Source: an optimization exercise on an open RTL-to-GDS flow (aim: small area, a short achievable clock period and few clock cycles). Production flows keep margins and buffers that such runs may drop. The RTL was checked by simulation tests, not by an equivalence proof against the original design. Power is estimated from default activity; no workload was simulated.

==> flow/design.v <==
package fadd_d_pkg;
typedef struct packed {
    logic busy;
    logic [7:0] ena;
    logic [63:0] a;
    logic [63:0] b;
    logic [63:0] result;
    logic illegal_op;
    logic overflow;
    logic add;
    logic sub;
    logic eq;
    logic lt;
    logic le;
    logic max;
    logic min;
    logic flMore;
    logic flEqual;
    logic flLess;
    logic [11:0] preShift;
    logic signOpMore;
    logic [10:0] expMore;
    logic [52:0] mantMore;
    logic [52:0] mantLess;
    logic [104:0] mantLessScale;
    logic [105:0] mantSum;
    logic [6:0] lshift;
    logic [104:0] mantAlign;
    logic [11:0] expPostScale;
    logic [11:0] expPostScaleInv;
    logic [104:0] mantPostScale;
} DoubleAdd_registers;
endpackage
`timescale 1ns/10ps
import fadd_d_pkg::*;
module DoubleAdd #(
    parameter bit async_reset = 1'b0
)
(
    input logic i_clk,                                       
    input logic i_nrst,                                      
    input logic i_ena,
    input logic i_add,
    input logic i_sub,
    input logic i_eq,
    input logic i_lt,
    input logic i_le,
    input logic i_max,
    input logic i_min,
    input logic [63:0] i_a,                                  
    input logic [63:0] i_b,                                  
    output logic [63:0] o_res,                               
    output logic o_illegal_op,                               
    output logic o_overflow,
    output logic o_valid,                                    
    output logic o_busy                                      
);
fadd_d_pkg::DoubleAdd_registers r, rin;
always_comb
begin: comb_proc
    fadd_d_pkg::DoubleAdd_registers v;
    logic v_ena;
    logic signOp;
    logic signA;
    logic signB;
    logic signOpB;
    logic [52:0] mantA;
    logic [52:0] mantB;
    logic [53:0] mantDif;
    logic [11:0] expDif;
    logic v_flMore;
    logic v_flEqual;
    logic v_flLess;
    logic [11:0] vb_preShift;
    logic v_signOpMore;
    logic [10:0] vb_expMore;
    logic [52:0] vb_mantMore;
    logic [52:0] vb_mantLess;
    logic [104:0] mantMoreScale;
    logic [104:0] mantLessScale;
    logic [105:0] vb_mantSum;
    logic [6:0] vb_lshift;
    logic [104:0] vb_mantAlign;
    logic [11:0] vb_expPostScale;
    logic [104:0] vb_mantPostScale;
    logic [104:0] vb_mantSumInv;
    logic [6:0] vb_lshift_p1;
    logic [6:0] vb_lshift_p2;
    logic [52:0] mantShort;
    logic [51:0] tmpMant05;
    logic mantOnes;
    logic mantEven;
    logic mant05;
    logic rndBit;
    logic mantZeroA;
    logic mantZeroB;
    logic allZero;
    logic sumZero;
    logic nanA;
    logic nanB;
    logic nanAB;
    logic overflow;
    logic [63:0] resAdd;
    logic [63:0] resEQ;
    logic [63:0] resLT;
    logic [63:0] resLE;
    logic [63:0] resMax;
    logic [63:0] resMin;
    v_ena = 0;
    signOp = 0;
    signA = 0;
    signB = 0;
    signOpB = 0;
    mantA = 0;
    mantB = 0;
    mantDif = 0;
    expDif = 0;
    v_flMore = 0;
    v_flEqual = 0;
    v_flLess = 0;
    vb_preShift = 0;
    v_signOpMore = 0;
    vb_expMore = 0;
    vb_mantMore = 0;
    vb_mantLess = 0;
    mantMoreScale = 0;
    mantLessScale = 0;
    vb_mantSum = 0;
    vb_lshift = 0;
    vb_mantAlign = 0;
    vb_expPostScale = 0;
    vb_mantPostScale = 0;
    vb_mantSumInv = 0;
    vb_lshift_p1 = 0;
    vb_lshift_p2 = 0;
    mantShort = 0;
    tmpMant05 = 0;
    mantOnes = 0;
    mantEven = 0;
    mant05 = 0;
    rndBit = 0;
    mantZeroA = 0;
    mantZeroB = 0;
    allZero = 0;
    sumZero = 0;
    nanA = 0;
    nanB = 0;
    nanAB = 0;
    overflow = 0;
    resAdd = 0;
    resEQ = 0;
    resLT = 0;
    resLE = 0;
    resMax = 0;
    resMin = 0;
    v = r;
    v_ena = (i_ena && (~r.busy));
    v.ena = {r.ena[6: 0], v_ena};
    if (i_ena == 1'b1) begin
        v.busy = 1'b1;
        v.add = i_add;
        v.sub = i_sub;
        v.eq = i_eq;
        v.lt = i_lt;
        v.le = i_le;
        v.max = i_max;
        v.min = i_min;
        v.a = i_a;
        v.b = i_b;
        v.illegal_op = 1'b0;
        v.overflow = 1'b0;
    end
    signOp = (r.sub || r.le || r.lt);
    signA = r.a[63];
    signB = r.b[63];
    signOpB = (signB ^ signOp);
    mantA[51: 0] = r.a[51: 0];
    mantA[52] = 1'h0;
    if ((|r.a[62: 52]) == 1'b1) begin
        mantA[52] = 1'h1;
    end
    mantB[51: 0] = r.b[51: 0];
    mantB[52] = 1'h0;
    if ((|r.b[62: 52]) == 1'b1) begin
        mantB[52] = 1'h1;
    end
    if (((|r.a[62: 52]) == 1'b1) && ((|r.b[62: 52]) == 1'b0)) begin
        expDif = (r.a[62: 52] - 1);
    end else if (((|r.a[62: 52]) == 1'b0) && ((|r.b[62: 52]) == 1'b1)) begin
        expDif = (12'h001 - r.b[62: 52]);
    end else begin
        expDif = (r.a[62: 52] - r.b[62: 52]);
    end
    mantDif = ({1'h0, mantA} - {1'h0, mantB});
    if ((|expDif) == 1'b0) begin
        vb_preShift = expDif;
        if ((|mantDif) == 1'b0) begin
            v_flMore = ((~signA) && (signA ^ signB));
            v_flEqual = (~(signA ^ signB));
            v_flLess = (signA && (signA ^ signB));
            v_signOpMore = signA;
            vb_expMore = r.a[62: 52];
            vb_mantMore = mantA;
            vb_mantLess = mantB;
        end else if (mantDif[53] == 1'b0) begin              
            v_flMore = (~signA);
            v_flEqual = 1'b0;
            v_flLess = signA;
            v_signOpMore = signA;
            vb_expMore = r.a[62: 52];
            vb_mantMore = mantA;
            vb_mantLess = mantB;
        end else begin
            v_flMore = signB;
            v_flEqual = 1'b0;
            v_flLess = (~signB);
            v_signOpMore = signOpB;
            vb_expMore = r.b[62: 52];
            vb_mantMore = mantB;
            vb_mantLess = mantA;
        end
    end else if (expDif[11] == 1'b0) begin
        v_flMore = (~signA);
        v_flEqual = 1'b0;
        v_flLess = signA;
        vb_preShift = expDif;
        v_signOpMore = signA;
        vb_expMore = r.a[62: 52];
        vb_mantMore = mantA;
        vb_mantLess = mantB;
    end else begin
        v_flMore = signB;
        v_flEqual = 1'b0;
        v_flLess = (~signB);
        vb_preShift = ((~expDif) + 1);
        v_signOpMore = signOpB;
        vb_expMore = r.b[62: 52];
        vb_mantMore = mantB;
        vb_mantLess = mantA;
    end
    if (r.ena[0] == 1'b1) begin
        v.flMore = v_flMore;
        v.flEqual = v_flEqual;
        v.flLess = v_flLess;
        v.preShift = vb_preShift;
        v.signOpMore = v_signOpMore;
        v.expMore = vb_expMore;
        v.mantMore = vb_mantMore;
        v.mantLess = vb_mantLess;
    end
    mantLessScale = r.mantLess;
    mantLessScale = {mantLessScale, {52{1'b0}}};
    if (r.ena[1] == 1'b1) begin
        v.mantLessScale = '0;
        for (int i = 0; i < 105; i++) begin
            if (i == r.preShift) begin
                v.mantLessScale = (mantLessScale >> i);
            end
        end
    end
    mantMoreScale = r.mantMore;
    mantMoreScale = {mantMoreScale, {52{1'b0}}};
    if ((signA ^ signOpB) == 1'b1) begin
        vb_mantSum = (mantMoreScale - r.mantLessScale);
    end else begin
        vb_mantSum = (mantMoreScale + r.mantLessScale);
    end
    if (r.ena[2] == 1'b1) begin
        v.mantSum = vb_mantSum;
    end
    for (int i = 0; i < 104; i++) begin
        vb_mantSumInv[(i + 1)] = r.mantSum[(103 - i)];
    end
    for (int i = 0; i < 64; i++) begin
        if (((|vb_lshift_p1) == 1'b0) && (vb_mantSumInv[i] == 1'b1)) begin
            vb_lshift_p1 = i;
        end
    end
    for (int i = 0; i < 41; i++) begin
        if (((|vb_lshift_p2) == 1'b0) && (vb_mantSumInv[(64 + i)] == 1'b1)) begin
            vb_lshift_p2 = i;
            vb_lshift_p2[6] = 1'h1;
        end
    end
    if (r.mantSum[105] == 1'b1) begin
        vb_lshift = '1;
    end else if (r.mantSum[104] == 1'b1) begin
        vb_lshift = '0;
    end else if ((|vb_lshift_p1) == 1'b1) begin
        vb_lshift = vb_lshift_p1;
    end else begin
        vb_lshift = vb_lshift_p2;
    end
    if (r.ena[3] == 1'b1) begin
        v.lshift = vb_lshift;
    end
    if (r.lshift == 7'h7f) begin
        vb_mantAlign = {'0, r.mantSum[106 - 1: 1]};
    end else if ((|r.lshift) == 1'b0) begin
        vb_mantAlign = r.mantSum;
    end else begin
        for (int i = 1; i < 105; i++) begin
            if (i == r.lshift) begin
                vb_mantAlign = (r.mantSum << i);
            end
        end
    end
    if (r.lshift == 7'h7f) begin
        if (r.expMore == 11'h7ff) begin
            vb_expPostScale = {1'h0, r.expMore};
        end else begin
            vb_expPostScale = {1'h0, (r.expMore + 1)};
        end
    end else begin
        if (((|r.expMore) == 1'b0) && ((|r.lshift) == 1'b0)) begin
            vb_expPostScale = 12'h001;
        end else begin
            vb_expPostScale = ({1'h0, r.expMore} - {1'h0, r.lshift});
        end
    end
    if ((signA ^ signOpB) == 1'b1) begin
        if (((|r.expMore) == 1'b1)
                && ((vb_expPostScale[11] == 1'b1) || ((|vb_expPostScale) == 1'b0))) begin
            vb_expPostScale = (vb_expPostScale - 1);
        end
    end
    if (r.ena[4] == 1'b1) begin
        v.mantAlign = vb_mantAlign;
        v.expPostScale = vb_expPostScale;
        v.expPostScaleInv = ((~vb_expPostScale) + 1);
    end
    vb_mantPostScale = r.mantAlign;
    if (r.expPostScale[11] == 1'b1) begin
        for (int i = 1; i < 105; i++) begin
            if (i == int'(r.expPostScaleInv)) begin
                vb_mantPostScale = (r.mantAlign >> i);
            end
        end
    end
    if (r.ena[5] == 1'b1) begin
        v.mantPostScale = vb_mantPostScale;
    end
    mantShort = r.mantPostScale[104: 52];
    tmpMant05 = r.mantPostScale[51: 0];
    mantOnes = 1'b0;
    if (mantShort == 53'h1fffffffffffff) begin
        mantOnes = 1'b1;
    end
    mantEven = r.mantPostScale[52];
    if (tmpMant05 == 52'h8000000000000) begin
        mant05 = 1'b1;
    end
    rndBit = (r.mantPostScale[51] && (~(mant05 && (~mantEven))));
    if ((|r.a[51: 0]) == 1'b0) begin
        mantZeroA = 1'b1;
    end
    if ((|r.b[51: 0]) == 1'b0) begin
        mantZeroB = 1'b1;
    end
    if (((|r.a[62: 0]) == 1'b0) && ((|r.b[62: 0]) == 1'b0)) begin
        allZero = 1'b1;
    end
    if ((|r.mantPostScale) == 1'b0) begin
        sumZero = 1'b1;
    end
    if (r.a[62: 52] == 11'h7ff) begin
        nanA = 1'b1;
    end
    if (r.b[62: 52] == 11'h7ff) begin
        nanB = 1'b1;
    end
    nanAB = (nanA && mantZeroA && nanB && mantZeroB);
    if (r.expPostScale == 12'h7ff) begin                     
        overflow = 1'b1;
    end
    if ((nanAB && signOp) == 1'b1) begin
        resAdd[63] = (signA ^ signOpB);
    end else if (nanA == 1'b1) begin
        resAdd[63] = (signA || (nanB && signOpB));
    end else if (nanB == 1'b1) begin
        resAdd[63] = (signOpB ^ (signOp && (~mantZeroB)));
    end else if (allZero == 1'b1) begin
        resAdd[63] = (signA && signOpB);
    end else if (sumZero == 1'b1) begin
        resAdd[63] = 1'h0;
    end else begin
        resAdd[63] = r.signOpMore;
    end
    if ((nanA || nanB) == 1'b1) begin
        resAdd[62: 52] = '1;
    end else if ((r.expPostScale[11] == 1'b1) || (sumZero == 1'b1)) begin
        resAdd[62: 52] = '0;
    end else begin
        resAdd[62: 52] = (r.expPostScale + (mantOnes && rndBit && (~overflow)));
    end
    if ((nanA && mantZeroA && nanB && mantZeroB) == 1'b1) begin
        resAdd[51] = signOp;
        resAdd[50: 0] = '0;
    end else if ((nanA && (~(nanB && signOpB))) == 1'b1) begin
        resAdd[51] = 1'h1;
        resAdd[50: 0] = r.a[50: 0];
    end else if (nanB == 1'b1) begin
        resAdd[51] = 1'h1;
        resAdd[50: 0] = r.b[50: 0];
    end else if (overflow == 1'b1) begin
        resAdd[51: 0] = '0;
    end else begin
        resAdd[51: 0] = (mantShort[51: 0] + rndBit);
    end
    resEQ[63: 1] = '0;
    resEQ[0] = r.flEqual;
    resLT[63: 1] = '0;
    resLT[0] = r.flLess;
    resLE[63: 1] = '0;
    resLE[0] = (r.flLess || r.flEqual);
    if ((nanA || nanB) == 1'b1) begin
        resMax = r.b;
    end else if (r.flMore == 1'b1) begin
        resMax = r.a;
    end else begin
        resMax = r.b;
    end
    if ((nanA || nanB) == 1'b1) begin
        resMin = r.b;
    end else if (r.flLess == 1'b1) begin
        resMin = r.a;
    end else begin
        resMin = r.b;
    end
    if (r.ena[6] == 1'b1) begin
        if (r.eq == 1'b1) begin
            v.result = resEQ;
        end else if (r.lt == 1'b1) begin
            v.result = resLT;
        end else if (r.le == 1'b1) begin
            v.result = resLE;
        end else if (r.max == 1'b1) begin
            v.result = resMax;
        end else if (r.min == 1'b1) begin
            v.result = resMin;
        end else begin
            v.result = resAdd;
        end
        v.illegal_op = (nanA || nanB);
        v.overflow = overflow;
        v.busy = 1'b0;
        v.add = 1'b0;
        v.sub = 1'b0;
        v.eq = 1'b0;
        v.lt = 1'b0;
        v.le = 1'b0;
        v.max = 1'b0;
        v.min = 1'b0;
    end
    if (~async_reset && i_nrst == 1'b0) begin
        v = '0;
    end
    o_res = r.result;
    o_illegal_op = r.illegal_op;
    o_overflow = r.overflow;
    o_valid = r.ena[7];
    o_busy = r.busy;
    rin = v;
end: comb_proc
generate
    if (async_reset) begin: async_rst_gen
        always_ff @(posedge i_clk, negedge i_nrst) begin: rg_proc
            if (i_nrst == 1'b0) begin
                r <= '0;
            end else begin
                r <= rin;
            end
        end: rg_proc
    end: async_rst_gen
    else begin: no_rst_gen
        always_ff @(posedge i_clk) begin: rg_proc
            r <= rin;
        end: rg_proc
    end: no_rst_gen
endgenerate
endmodule
==> flow/run.sh <==
#!/bin/bash
# synth_recipe.tcl (not shown) runs the flow's synth.tcl, then flattens the netlist and writes it again
# the make line also repeats each setting of config.mk as NAME=value (left out here)
make -C /OpenROAD-flow-scripts/flow DESIGN_CONFIG=/design/flow/config.mk WORK_HOME=/design/flow/orfs CLKGATE_MAP_FILE= SYNTH_SCRIPT=/design/flow/synth_recipe.tcl finish
==> flow/config.mk <==
export PLATFORM = sky130hd
export DESIGN_NAME = DoubleAdd
export DESIGN_NICKNAME = DoubleAdd
export VERILOG_FILES = /design/flow/design.v
export SDC_FILE = /design/flow/constraint.sdc
export NUM_CORES = 8
export LEC_CHECK = 0
export CAP_MARGIN = 20
export CORE_MARGIN = 2
export CORE_UTILIZATION = 22
export PLACE_DENSITY = 0.32
export SLEW_MARGIN = 20
==> flow/constraint.sdc <==
create_clock -name core_clock -period 12.0 [get_ports {i_clk}]
set_input_delay 2.4000 -clock core_clock [delete_from_list [all_inputs] [get_ports {i_clk}]]
set_output_delay 2.4000 -clock core_clock [all_outputs]
set_load 0.01 [all_outputs]
==> results.txt <==
post-synthesis compound-gate area fraction 56.4%; Adder-Cell Fraction of Synth Area 1.53%; Clk Tree Root Cell clkbuf_16; Final ANT Viol Nets 0; synthesized area around 0.16 mm²; Mapped Nets 26666; initial drt markers 47408; htree depth 3; hold_buf cts 0; DRC viols 0; xor/xnor cell area share of the yosys netlist 1.23%; r2r startpoint r[342]; CP Launch Point r[342]; clock network power share 31.9%; sequential fraction of the synthesis area 9.73%; CTS-repair resized insts 0; crit-path most repeated cell nor4_1; number of synthesized flops with an enable pin 0; Net Sw Power 5.20 mW; global route overflow 0; largest fanout on the critical path 13; ys async rst share 0%; average cell area after synthesis 6.19 µm²; Slew HR between 10% and 20%; status timing/DRC/antenna clean; GRT Resource Usage Total 34.4%; #FFs+latches synth 793; number of buffers created by CTS 114; Layout Nets 24188; proportion of netlist area held by the largest area contributor 9.73%; layout cells sized above 1 10.1%; register share of total power between 20% and 30%; Worst Hold Class register to register; setup bufs post-CTS 0; Fin Setup TNS 0 ps; combinational share of power approximately two fifths; Largest stage delay, worst path between 600 and 700 ps; RSZ-0062 raised after global routing false; Rows about 320; max frequency 0.0879 GHz; dpl hpwl between 900000 and 1000000 µm; final setup margin 622 ps; area post-placement 0.175 mm²; Worst Max-Slew Pin Slew 1310 ps; CP arrival 12090 ps; Yosys warnings 1; Critical Path Sink Type register; Internal 6.13 mW; Clock Pin Slew Worst Setup and Hold Paths 60 ps; Sw Ratio between 40 and 50%; antenna violations before repair 125; # IOs 206; Clock Tree Buf Depth 4; Clock Latency Late Sink 960 ps; Die Y around 860 µm; Largest regs r x793; Vias per Instance 7.26; Port-buffer cells 204; maximum VDD drop approximately 0.12 mV; cell count after synthesis 26331; critical path type register to register; fin crit share 94.8%; largest family of logic cells by synthesized area compound AO/OA/AOI/OAI gates; Slowest-stage cell, CP dfxtp_1; wire per inst 40.7 µm; Worst Path Required 12710 ps; core footprint around 0.74 mm²; CTS tree done; Routed WL 1380000 µm; Netlist cell types 123; Synth Area in Simple Gates about 18%; global-route wire length before repair about 1900000 µm; Die ar. 0.748 mm²; CP Launch Type register; clk sinks 793; most flop-heavy register r; Clock Skew 166 ps; final hold viol count 0; pin count of the biggest net entering global routing around 130; hold path startpoint r[651]; Slew Limit Fails 0; Finished Cell Area 0.179 mm²; Main synth FF type dfxtp_1; max reg flops around 790; chip width 865 µm; Setup-failing EPs final 0; pre-CTS worst setup slack 397 ps; P&R area growth vs syn 9.72%; Final GP Congestion between 0.9 and 1; max-cap viol count 0; vias in the first global route ~220k; commonest non-fill, non-tap cell in the layout a21oi_1; Synth area leader dfxtp_1; Tmin final 11380 ps; most frequent cells in the layout a21oi_1 (2626), o21ai_0 (2429), nor2_1 (2364); Static Leak between 60 and 70 nW; pwr dens 63.4 mW/mm²; via count 245915; Initial Util 22.0%; mux cell area share after synthesis about 2.4%; synth top area cells dfxtp_1 (9.7%), a21oi_1 (8.1%), clkbuf_1 (8.0%); DRT Pass-1 Iters 11
==> critical path, delay by kind of cell (launching register included) <==
family | cells | cell delay, ps
simple gates | 16 | 5130
buf+inv | 1 | 230
flops | 1 | 690
compound gates | 15 | 5130
==> cells in the mapped netlist, drive strengths merged, types with 99 or more instances <==
master	n
clkbuf	3458
a21oi	2628
nor2	2586
o21ai	2451
nand2	2084
o22ai	1363
a221oi	1279
o221ai	1156
a22oi	910
a211oi	889
buf	828
dfxtp	793
nor3	609
nand3	464
a31oi	434
o211ai	429
a222oi	402
mux2i	356
inv	310
nand4	283
ha	194
a22o	185
a221o	171
a211o	166
nor4	164
xnor2	128
a2111oi	112
o31ai	109
o2111ai	107
xor2	101
and3	99
==> metal layers <==
| layer | vias up | global-route usage, % | part of all wire [%] |
|---|---|---|---|
| met5 | - | 0 | 0.045 |
| met4 | 92 | 19.3 | 7.2 |
| li1 | 98826 | - | - |
| met1 | 121530 | 44.8 | 39 |
| met2 | 20585 | 50.4 | 41 |
| met3 | 4882 | 9.98 | 12 |
==> path summary, 6_finish.rpt <==
kind,cells after the start,endpoint,slack (ps)
setup / recovery,32,r[235],620
hold / removal,2,r[651],450
setup reg to reg,32,r[235],620
hold reg to reg,2,r[651],450
==> kinds of logic after synthesis <==
| kind of cell | after synthesis |
|---|---|
| AO/OA/AOI/OAI | 13413 |
| AND/OR/NAND/NOR | 6699 |
| buffers and inverters | 4619 |
| flip-flops | 793 |
| multiplexers | 381 |
| XOR/XNOR | 229 |
| adder cells (fa/ha/maj) | 197 |
==> metrics by stage <==
step | total power, mW | cells | hold slack [ps] | util, %
after floorplan | 5.54 | 26331 | 423 | -
after global placement | 7.59 | 33588 | 441 | 23.6
after detailed placement | 7.55 | 33590 | 448 | 23.6
after CTS | 11.2 | 33796 | 462 | 24.1
after global routing | 11.7 | 33828 | 471 | 24.2
final | 11.3 | 33885 | 454 | 24.2
==> layout make-up <==
cell class / count / area [µm²]
sequential: 793 / 16400
antenna: 84 / 210
timing repair buffer: 1692 / 13500
clock inverter: 48 / 548
tap: 9858 / 12300
clock buffer: 158 / 3270
multi-input combinational: 20919 / 131000
inverter: 333 / 1260
fill: 83462 / 561000
==> power groups by stage <==
stage | combinational, mW | clock (mW) | sequential (mW)
6_report | 4.72 | 3.62 | 3.00
5_1_grt | 4.87 | 3.78 | 3.00
4_1_cts | 4.53 | 3.71 | 2.99
3_5_place_dp | 4.51 | 0 | 3.04
3_3_place_gp | 4.54 | 0 | 3.04
2_1_floorplan | 2.70 | 0 | 2.83
Testbench counts, summed over its fixed seeds: cycles 64,000.

[afterwards: timing with drivers on the ports]
The flow's constraints put no driver on any port. The routed layout listed below was extracted and timed again, unchanged, in two steps. Step 1 assumes that a clkbuf_16 drives the clock port and a buf_2 every other input. Step 2, shift: input delay + t, output delay - t, t = (earliest + latest rising clock arrival at the registers) / 2. This alone moves slack from input paths to output paths. Three values: no drivers, after step 1, after step 2; two values: the first two.
shift t [ns]: 0.995
setup WS [ns]: 0.622 / 0.622 / 0.622
worst register clock-pin slew, ns: 0.08 / 0.08
After both steps this run still meets setup and hold. The setup slack of this run moves by 0.000 ns with the drivers and by 0.000 ns with both steps.
